What follows belongs to an exercise in optimizing a design on an open flow for small area and a short achievable clock period; a production flow would make more cautious choices.
No run shown here included a check of the RTL's function; only the layout flow was run.
Power figures rest on the tool's default switching activity, not on a simulated workload.

==> flow/design.v (outline; a module is shown in full before it is edited, if it fits) <==
// module ex2_1: 1166 lines
module ex2_1 (
  input               clk, rst, validi,
  input        [31:0] data_in,
  output logic        valido,
  output logic [31:0] data_out
);
  // ...
==> flow/run.sh <==
#!/bin/bash
# synth_recipe.tcl (not shown) runs the flow's synth.tcl, then flattens the netlist and writes it again
# the make line also repeats each setting of config.mk as NAME=value (left out here)
make -C /OpenROAD-flow-scripts/flow DESIGN_CONFIG=/design/flow/config.mk WORK_HOME=/design/flow/orfs CLKGATE_MAP_FILE= SYNTH_SCRIPT=/design/flow/synth_recipe.tcl finish
==> flow/config.mk <==
export PLATFORM = sky130hd
export DESIGN_NAME = ex2_1
export DESIGN_NICKNAME = ex2_1
export VERILOG_FILES = /design/flow/design.v
export SDC_FILE = /design/flow/constraint.sdc
export NUM_CORES = 4
export LEC_CHECK = 0
export CAP_MARGIN = 20
export CORE_MARGIN = 2
export CORE_UTILIZATION = 40
export SLEW_MARGIN = 20
==> flow/constraint.sdc <==
create_clock -name core_clock -period 10.0 [get_ports {clk}]
set_input_delay 2.0000 -clock core_clock [delete_from_list [all_inputs] [get_ports {clk}]]
set_output_delay 2.0000 -clock core_clock [all_outputs]
set_load 0.01 [all_outputs]
==> impl_metrics.toml, run 1 <==
[layout]
fin_util_pct = 44.2
drive_gt1_share_pct = 5.24
nClkBuffers = 22
final_common_cell = "inv_1"
clk_share_pct = 3.33

[global_route]
grt_pass1_wl_um = 81600

[cts]
cts_root_buf = "clkbuf_16"
postCtsHoldBufs = 0
cts_setup_buffers = 0

[routing]
viasPerCell = 6.04
wl_met1_um = 22200
dr.pass1.iters = 8
route.met3.wl_um = 3500
final_antenna_net_count = 0

[sta]
post-route-min-period_ns = 6.84
hold_viol_final = 0

[floorplan]
initial_core_util_pct = 40.3
core_mm2 = 0.0417

[synth]
synth_cell_types = 61
synth_compound_area_share_pct = 24.9
synth_edf_count = 0
synth_area_mm2 = 0.0168
avgSynthCellArea_um2 = 9.51

[status]
outcome = "timing/DRC/antenna clean"

[power]
combinationalPowerShare_pct = 70.9
power_leader = "combinational logic"
p_seq_mw = 1.16

[worst_hold_path]
hp-class = "reg2reg"

[placed_design]
routabilityCongestion = 0.908

[worst_setup_path]
reg2reg_slack_ns = 5.04
worstPathRequired_ns = 8.00
cpLargestDelayFamily = "compound AO/OA/AOI/OAI gates"
arrival_ns = 4.84
==> run 2, diff against run 1 <==
--- a/flow/config.mk
+++ b/flow/config.mk
@@ -9,3 +9,4 @@
 export CORE_MARGIN = 2
 export CORE_UTILIZATION = 40
+export SETUP_SLACK_MARGIN = 5
 export SLEW_MARGIN = 20
==> run 2 against run 1 <==
Compared with the run above: wire length increased by 2.9%; design area increased by 4.6%; global-route usage increased by 0.58 points; still clean on timing, DRC and antenna; critical endpoint unchanged; sequential cell count unchanged.
==> impl_metrics.toml, run 2 <==
[synth]
synth_area_mm2 = 0.0168
syn_nets = 2057
yosys-top-cells-area = "dfxtp_1, fa_1, a221oi_1, a22o_1, ha_1"
synth-seq-area-share_pct = 21.3
synth.most_common_cell = "inv_1"
synthFlopType = "dfxtp_1"
synth_cell_types = 61
synth_common_cells = "inv_1, dfxtp_1, a221oi_1"
synth_edf_count = 0
synth_warnings = 1
synth_seq_cells = 178
ys_async_sr_fraction_pct = 1.69
synth_top_area_share_pct = 20.9
synthCells = 1764
yosys.area.top_type = "dfxtp_1"
avgSynthCellArea_um2 = 9.51

[worst_setup_path]
cp_cell_sequence = "buf_12 -> ha_4 -> inv_2 -> fa_2 -> nor2b_4 -> o31ai_4 -> a2111oi_2 -> buf_4 -> o21ai_4 -> a21oi_2 -> buf_6 -> o2111ai_4 -> a211oi_2 -> nor3_2 -> xnor2_1 -> buf_2"
crit_path_end_kind = "output port"
reg2reg_slack_ns = 5.11
r2r_end = "car_r[31]"
worstSetupStartpointType = "flip-flop"
crit_fanout = 3
critical_path.max_stage_delay_ns = 0.37
rr_startpoint = "two[3]"
worstPathRequired_ns = 8.00
crit_type = "reg2out"
cp_slowest_cell = "fa_2"
arrival_ns = 3.41
r2r.worst_path.cells = 14

[placed_design]
place_area_mm2 = 0.0178
post-dp-hpwl_um = 38400
post-place-ws_ns = 3.63
numPortBuffers = 67
routabilityCongestion = 0.926

[floorplan]
initial_core_util_pct = 40.3
core.rowCount = 75
die_x_um = 209
ios = 68
dieArea_mm2 = 0.0436
core_mm2 = 0.0417
die_h_um = 209

[routing]
num_vias = 13957
wirelength_um = 54200
drc = 0
wl_per_cell_um = 23.4
drt_iter0_drc = 1219
viasPerCell = 6.03
final_antenna_net_count = 0
dr.pass1.iters = 6

[sta]
finalClockSkew_ns = 0.0109
hold_viol_final = 0
rsz0062_at_grt = "yes"
maxSlewViolCount = 0
maxSlewHeadroom_pct = 34.5
final.setup.tns_ns = 0
setup_viol = 0
postLayoutSetupSlackWorst_ns = 4.59
timing.final.crit_share_pct = 54.1
max_freq_mhz = 185
worst_pin_slew_ns = 0.981
post-route-min-period_ns = 5.41
hold_ws_ns = 0.380

[global_route]
grt_pass1_vias = 13843
grt_pass1_wl_um = 83600
grt_remaining_overflow = 0
grt_start_max_net_pins = 33
track_usage_pct = 25.0
antenna_found_initial = 0

[power]
power.density_mw_per_mm2 = 346
power_mw = 6.67
leakagePower_nw = 8.22
irDropWorstVdd_mv = 0.265

[layout]
final_common_cell = "inv_1"
drive_gt1_share_pct = 11.7
syn_to_final_growth_pct = 14.8
top_regs = "car_r x32, xa3 x32, xa x31"
fin_area_mm2 = 0.0193
final_cell_mix = "inv_1, a22o_1, a221oi_1"
finalNetCount = 2054
antennaDiodeCount = 0

[cts]
clockBufferDepth = 2
h-tree-depth = 4
cts_buffers = 17
clk_transition_reported_paths_ns = 0.08
cts_root_buf = "clkbuf_16"
clock_latency_ns = 0.46
cts.sinks = 178
cts_tree = "yes"

[worst_hold_path]
hp-class = "reg2reg"
hold_end = "h2"
min_path_cells = 0
holdCritStartpoint = "h1"

[run]
drv_cap = 0

[status]
outcome = "timing/DRC/antenna clean"
==> run 2: cell counts after synthesis <==
Identical to the previous run, type by type.
==> run 2: worst max path at each step <==
stage	from	end	slack, ns	cells after the start
5_1_grt	xa3[0]	data_out[30]	4.48	16
3_3_place_gp	xa3[0]	data_out[30]	3.78	15
2_1_floorplan	xa[1]	data_out[30]	5.01	13
6_report	xa3[0]	data_out[30]	4.59	16
4_1_cts	xa3[0]	data_out[30]	4.46	16
3_5_place_dp	xa3[0]	data_out[30]	3.63	15
==> run 2: logic make-up after synthesis <==
group,share of synthesized area [%]
buffers and inverters,8.15
xor gates and xnor gates,14.0
AOI/OAI and AO/OA,24.9
adders and majority gates,25.7
muxes,0.731
and+or+nand+nor,5.08
DFF,21.3
==> run 2: layout make-up <==
| class | count | area [um^2] |
|---|---|---|
| Multi-Input combinational cell | 1222 | 12200 |
| Clock inverter | 14 | 189 |
| Inverter | 196 | 736 |
| Tap cell | 539 | 674 |
| Sequential cell | 178 | 3610 |
| Clock buffer | 18 | 429 |
| Timing Repair Buffer | 146 | 1390 |
| Fill cell | 3911 | 22400 |
==> run 2: critical path: cells and delay by family, from the launching register on <==
family / cells / cell delay, ns
adder cells (fa/ha/maj): 2 / 0.49
AND/OR/NAND/NOR: 2 / 0.23
buffers and inverters: 5 / 0.64
AO/OA/AOI/OAI: 6 / 1.07
XOR/XNOR: 1 / 0.12
flip-flops: 1 / 0.36
==> run 2: power by group <==
group          total [mW]  switching [mW]  internal, mW
Clock               0.717           0.335         0.382
Sequential           1.17           0.194         0.976
Combinational        4.78            2.61          2.17
==> run 2: what timing repair did <==
| action | 4_1_cts | 5_1_grt |
|---|---|---|
| gates resized for setup | 132 | 38 |
| hold endpoints to repair | 0 | 0 |
| endpoints found under the setup margin | 30 | 23 |
| pin swaps | 31 | 27 |
| buffers inserted | 27 | 7 |
| hold buffers | 0 | 0 |
| gates cloned | 5 | 0 |
==> run 2: through the flow <==
| step | std cells | utilization [%] |
|---|---|---|
| global placement | 2242 | 42.7 |
| detailed placement | 2242 | 42.7 |
| global route | 2313 | 46.2 |
| finish | 2313 | 46.2 |
| floorplan | 1764 | - |
| CTS | 2306 | 45.7 |
==> run 2: layer usage <==
metal | wire (um) | GRT usage (%) | vias up
met5 | 0 | 0 | -
met4 | 2350 | 10.9 | 0
met3 | 3910 | 3.80 | 136
met2 | 25600 | 41.1 | 644
met1 | 22400 | 32.8 | 6923
li1 | - | - | 6254
==> run 3, diff against run 2 <==
==> flow/flow/run.sh (new file) <==
#!/bin/bash
# Standard layout, with repair_timing asked for a larger setup margin.
cp standard.sh standard_copy.sh.txt
export SETUP_SLACK_MARGIN=6.5
bash standard.sh > standard.log 2>&1
==> flow/standard.sh (new file) <==
#!/bin/bash
# synth_recipe.tcl (not shown) runs the flow's synth.tcl, then flattens the netlist and writes it again
# the make line also repeats each setting of config.mk as NAME=value (left out here)
make -C /OpenROAD-flow-scripts/flow DESIGN_CONFIG=/design/flow/config.mk WORK_HOME=/design/flow/orfs CLKGATE_MAP_FILE= SYNTH_SCRIPT=/design/flow/synth_recipe.tcl "${@:-finish}"
--- a/flow/config.mk
+++ b/flow/config.mk
@@ -9,4 +9,3 @@
 export CORE_MARGIN = 2
 export CORE_UTILIZATION = 40
-export SETUP_SLACK_MARGIN = 5
 export SLEW_MARGIN = 20
removed: flow/run.sh
==> run 3 against run 2 <==
Compared with the run above: still clean on timing, DRC and antenna; first-iteration DRC count fell by 5.1%; clock-buffer cell count rose by 6; synthesized cell count did not move; setup slack improved by 0.024 ns; core utilization rose by 5.3 points; critical endpoint unchanged; largest cell class unchanged; largest power group unchanged.
==> impl_metrics.toml, run 3 <==
[synth]
ys_async_sr_fraction_pct = 1.69
avgSynthCellArea_um2 = 9.51
synth_warnings = 1
synth-seq-area-share_pct = 21.3
yosys-top-cells-area = "dfxtp_1, fa_1, a221oi_1, a22o_1, ha_1"
synth_common_cells = "inv_1, dfxtp_1, a221oi_1"
syn_nets = 2057
synth_edf_count = 0
synth_top_area_share_pct = 20.9
synthCells = 1764
synth_cell_types = 61
synth_area_mm2 = 0.0168
synth_seq_cells = 178
synthFlopType = "dfxtp_1"
yosys.area.top_type = "dfxtp_1"
synth.most_common_cell = "inv_1"

[routing]
drc = 0
num_vias = 14460
viasPerCell = 6.09
dr.pass1.iters = 5
drt_iter0_drc = 1157
final_antenna_net_count = 0
wl_per_cell_um = 24.1
wirelength_um = 57100

[floorplan]
ios = 68
dieArea_mm2 = 0.0436
initial_core_util_pct = 40.3
die_x_um = 209
core.rowCount = 75
core_mm2 = 0.0417
die_h_um = 209

[sta]
worst_pin_slew_ns = 0.833
finalClockSkew_ns = 0.0172
post-route-min-period_ns = 5.39
max_freq_mhz = 186
maxSlewHeadroom_pct = 44.4
hold_viol_final = 0
maxSlewViolCount = 0
setup_viol = 0
timing.final.crit_share_pct = 53.9
rsz0062_at_grt = "yes"
final.setup.tns_ns = 0

[layout]
syn_to_final_growth_pct = 28.0
fin_util_pct = 51.5
final_common_cell = "a22o_1"
final_cell_mix = "a22o_1, inv_1, dfxtp_1"
finalNetCount = 2114
top_regs = "car_r x32, xa3 x32, xa x31"
drive_gt1_share_pct = 31.5
fin_area_mm2 = 0.0215
antennaDiodeCount = 0
fillCellCount = 3728

[worst_setup_path]
rr_startpoint = "xa[16]"
reg2reg_slack_ns = 5.52
worstSetupStartpointType = "flip-flop"
path_buf_inv = 5
critical_path.max_stage_delay_ns = 0.36
crit_path_end_kind = "output port"
cp_slowest_cell = "dfxtp_4"
r2r_end = "car_r[31]"
worstPathRequired_ns = 8.00
cp_cell_sequence = "buf_12 -> ha_4 -> inv_2 -> fa_2 -> nor2b_4 -> o31ai_4 -> a2111oi_4 -> buf_6 -> o21ai_4 -> a21oi_2 -> buf_6 -> o2111ai_4 -> a211oi_2 -> nor3_2 -> xnor2_1 -> buf_2"
r2r.worst_path.cells = 16
crit_top_cell = "buf_6"
crit_fanout = 3
arrival_ns = 3.39
crit_type = "reg2out"
cpLargestDelayFamily = "compound AO/OA/AOI/OAI gates"

[worst_hold_path]
hp-class = "reg2reg"
hold_end = "h2"
holdCritStartpoint = "h1"
min_path_cells = 0

[cts]
cts_tree = "yes"
cts.sinks = 178
postCtsHoldBufs = 0
cts_buffers = 17
cts_root_buf = "clkbuf_16"
clock_latency_ns = 0.48
clk_transition_reported_paths_ns = 0.07
clockBufferDepth = 2
h-tree-depth = 4

[global_route]
grt_pass1_wl_um = 87900
grt_pass1_vias = 14528
grt_start_max_net_pins = 33
track_usage_pct = 26.4
antenna_found_initial = 0
grt_remaining_overflow = 0

[placed_design]
place_area_mm2 = 0.0185
post-dp-hpwl_um = 38900
numPortBuffers = 67
routabilityCongestion = 0.895

[power]
power_mw = 7.57
power.density_mw_per_mm2 = 353
irDropWorstVdd_mv = 0.344
leakagePower_nw = 8.82

[run]
drv_cap = 0

[status]
outcome = "timing/DRC/antenna clean"
[run 3: cell counts after synthesis]
Identical to the previous run, type by type.
[run 3: what timing repair did]
item                       in CTS  in global routing
pin swaps                     126                124
gates resized for setup       422                125
gates cloned                    6                  0
setup endpoints to repair     100                 87
setup buffers                  62                 34
[run 3: stage by stage]
| stage | worst slack (ns) | hold WS [ns] | cells |
|---|---|---|---|
| final | 4.61 | 0.382 | 2373 |
| after floorplan | 5.38 | 0.346 | 1764 |
| after detailed placement | 3.55 | 0.366 | 2239 |
| after global placement | 3.64 | 0.358 | 2239 |
| after CTS | 4.63 | 0.383 | 2339 |
| after global routing | 4.49 | 0.408 | 2373 |
[run 3: per-layer routing]
layer	GRT usage, %	share of wire (%)	vias to the layer above
met4	13.7	5.5	0
met5	0	0	-
li1	-	-	6387
met1	33.1	41	7279
met2	43.0	47	641
met3	5.17	7.0	153
[run 3: logic make-up after synthesis]
kind of cell | count (synthesis) | share of synthesized area, %
flops | 178 | 21.3
simple gates | 168 | 5.08
buf+inv | 364 | 8.15
xor+xnor | 269 | 14.0
mux | 11 | 0.731
fa+ha+maj | 258 | 25.7
compound gates | 516 | 24.9
[run 3: how the worst max path moves through the flow]
stage	depth (start not counted)	from	slack [ns]	to
after floorplan	13	xa[1]	5.38	data_out[30]
after global placement	14	xa3[0]	3.64	data_out[30]
after detailed placement	14	xa3[0]	3.55	data_out[30]
after CTS	16	xa3[0]	4.63	data_out[30]
after global routing	16	xa3[0]	4.49	data_out[30]
final	16	xa3[0]	4.61	data_out[30]
[run 3: area by class of cell]
class | count | area, um^2 | area share [%]
Clock inverter | 8 | 130 | 0.606
Timing Repair Buffer | 206 | 2130 | 9.94
Clock buffer | 24 | 462 | 2.15
Multi-Input combinational cell | 1222 | 13700 | 63.6
Tap cell | 539 | 674 | 3.14
Inverter | 196 | 738 | 3.44
Sequential cell | 178 | 3670 | 17.1
[run 3: power breakdown]
part | switching, mW | internal [mW] | leakage [nW]
clock | 0.305 | 0.401 | 0.287
sequential | 0.220 | 0.979 | 1.52
combinational | 2.99 | 2.67 | 7.02
total | 3.52 | 4.05 | 8.82
[run 3: worst register-to-register path, delay by kind of cell, from the launching register on]
family | cells | cell delay (ns)
buffers and inverters | 3 | 0.24
AOI/OAI and AO/OA | 2 | 0.42
adders and majority gates | 5 | 2.20
xor gates and xnor gates | 6 | 1.18
DFF | 1 | 0.35

-- separate check: timing with driven ports --
How much do the figures lean on ideal ports? The routed layouts below were timed once more, with nothing changed but the port constraints. Step 1, drivers: a clkbuf_16 drives clk and a buf_2 each remaining input, both assumed. Step 2, shift: input delay + t, output delay - t, t = (earliest + latest rising clock arrival at the registers) / 2. This alone moves slack from input paths to output paths. a / b / c = ideal / step 1 / step 2; a / b = the first two.
| run | t, ns | setup WS [ns] | worst setup path at the end | slew at the worst register clock pin (ns) | worst data-port slew with drivers (ns) |
|---|---|---|---|---|---|
| run 1 | 0.515 | 3.163 / 3.112 / 3.627 | register to output | 0.08 / 0.08 | 0.05 |
| run 2 | 0.512 | 4.586 / 4.531 / 4.645 | input to register | 0.08 / 0.08 | 0.05 |
| run 3 | 0.530 | 4.609 / 4.554 / 5.084 | register to output | 0.07 / 0.07 | 0.06 |
After both steps setup and hold are still met in every run listed.
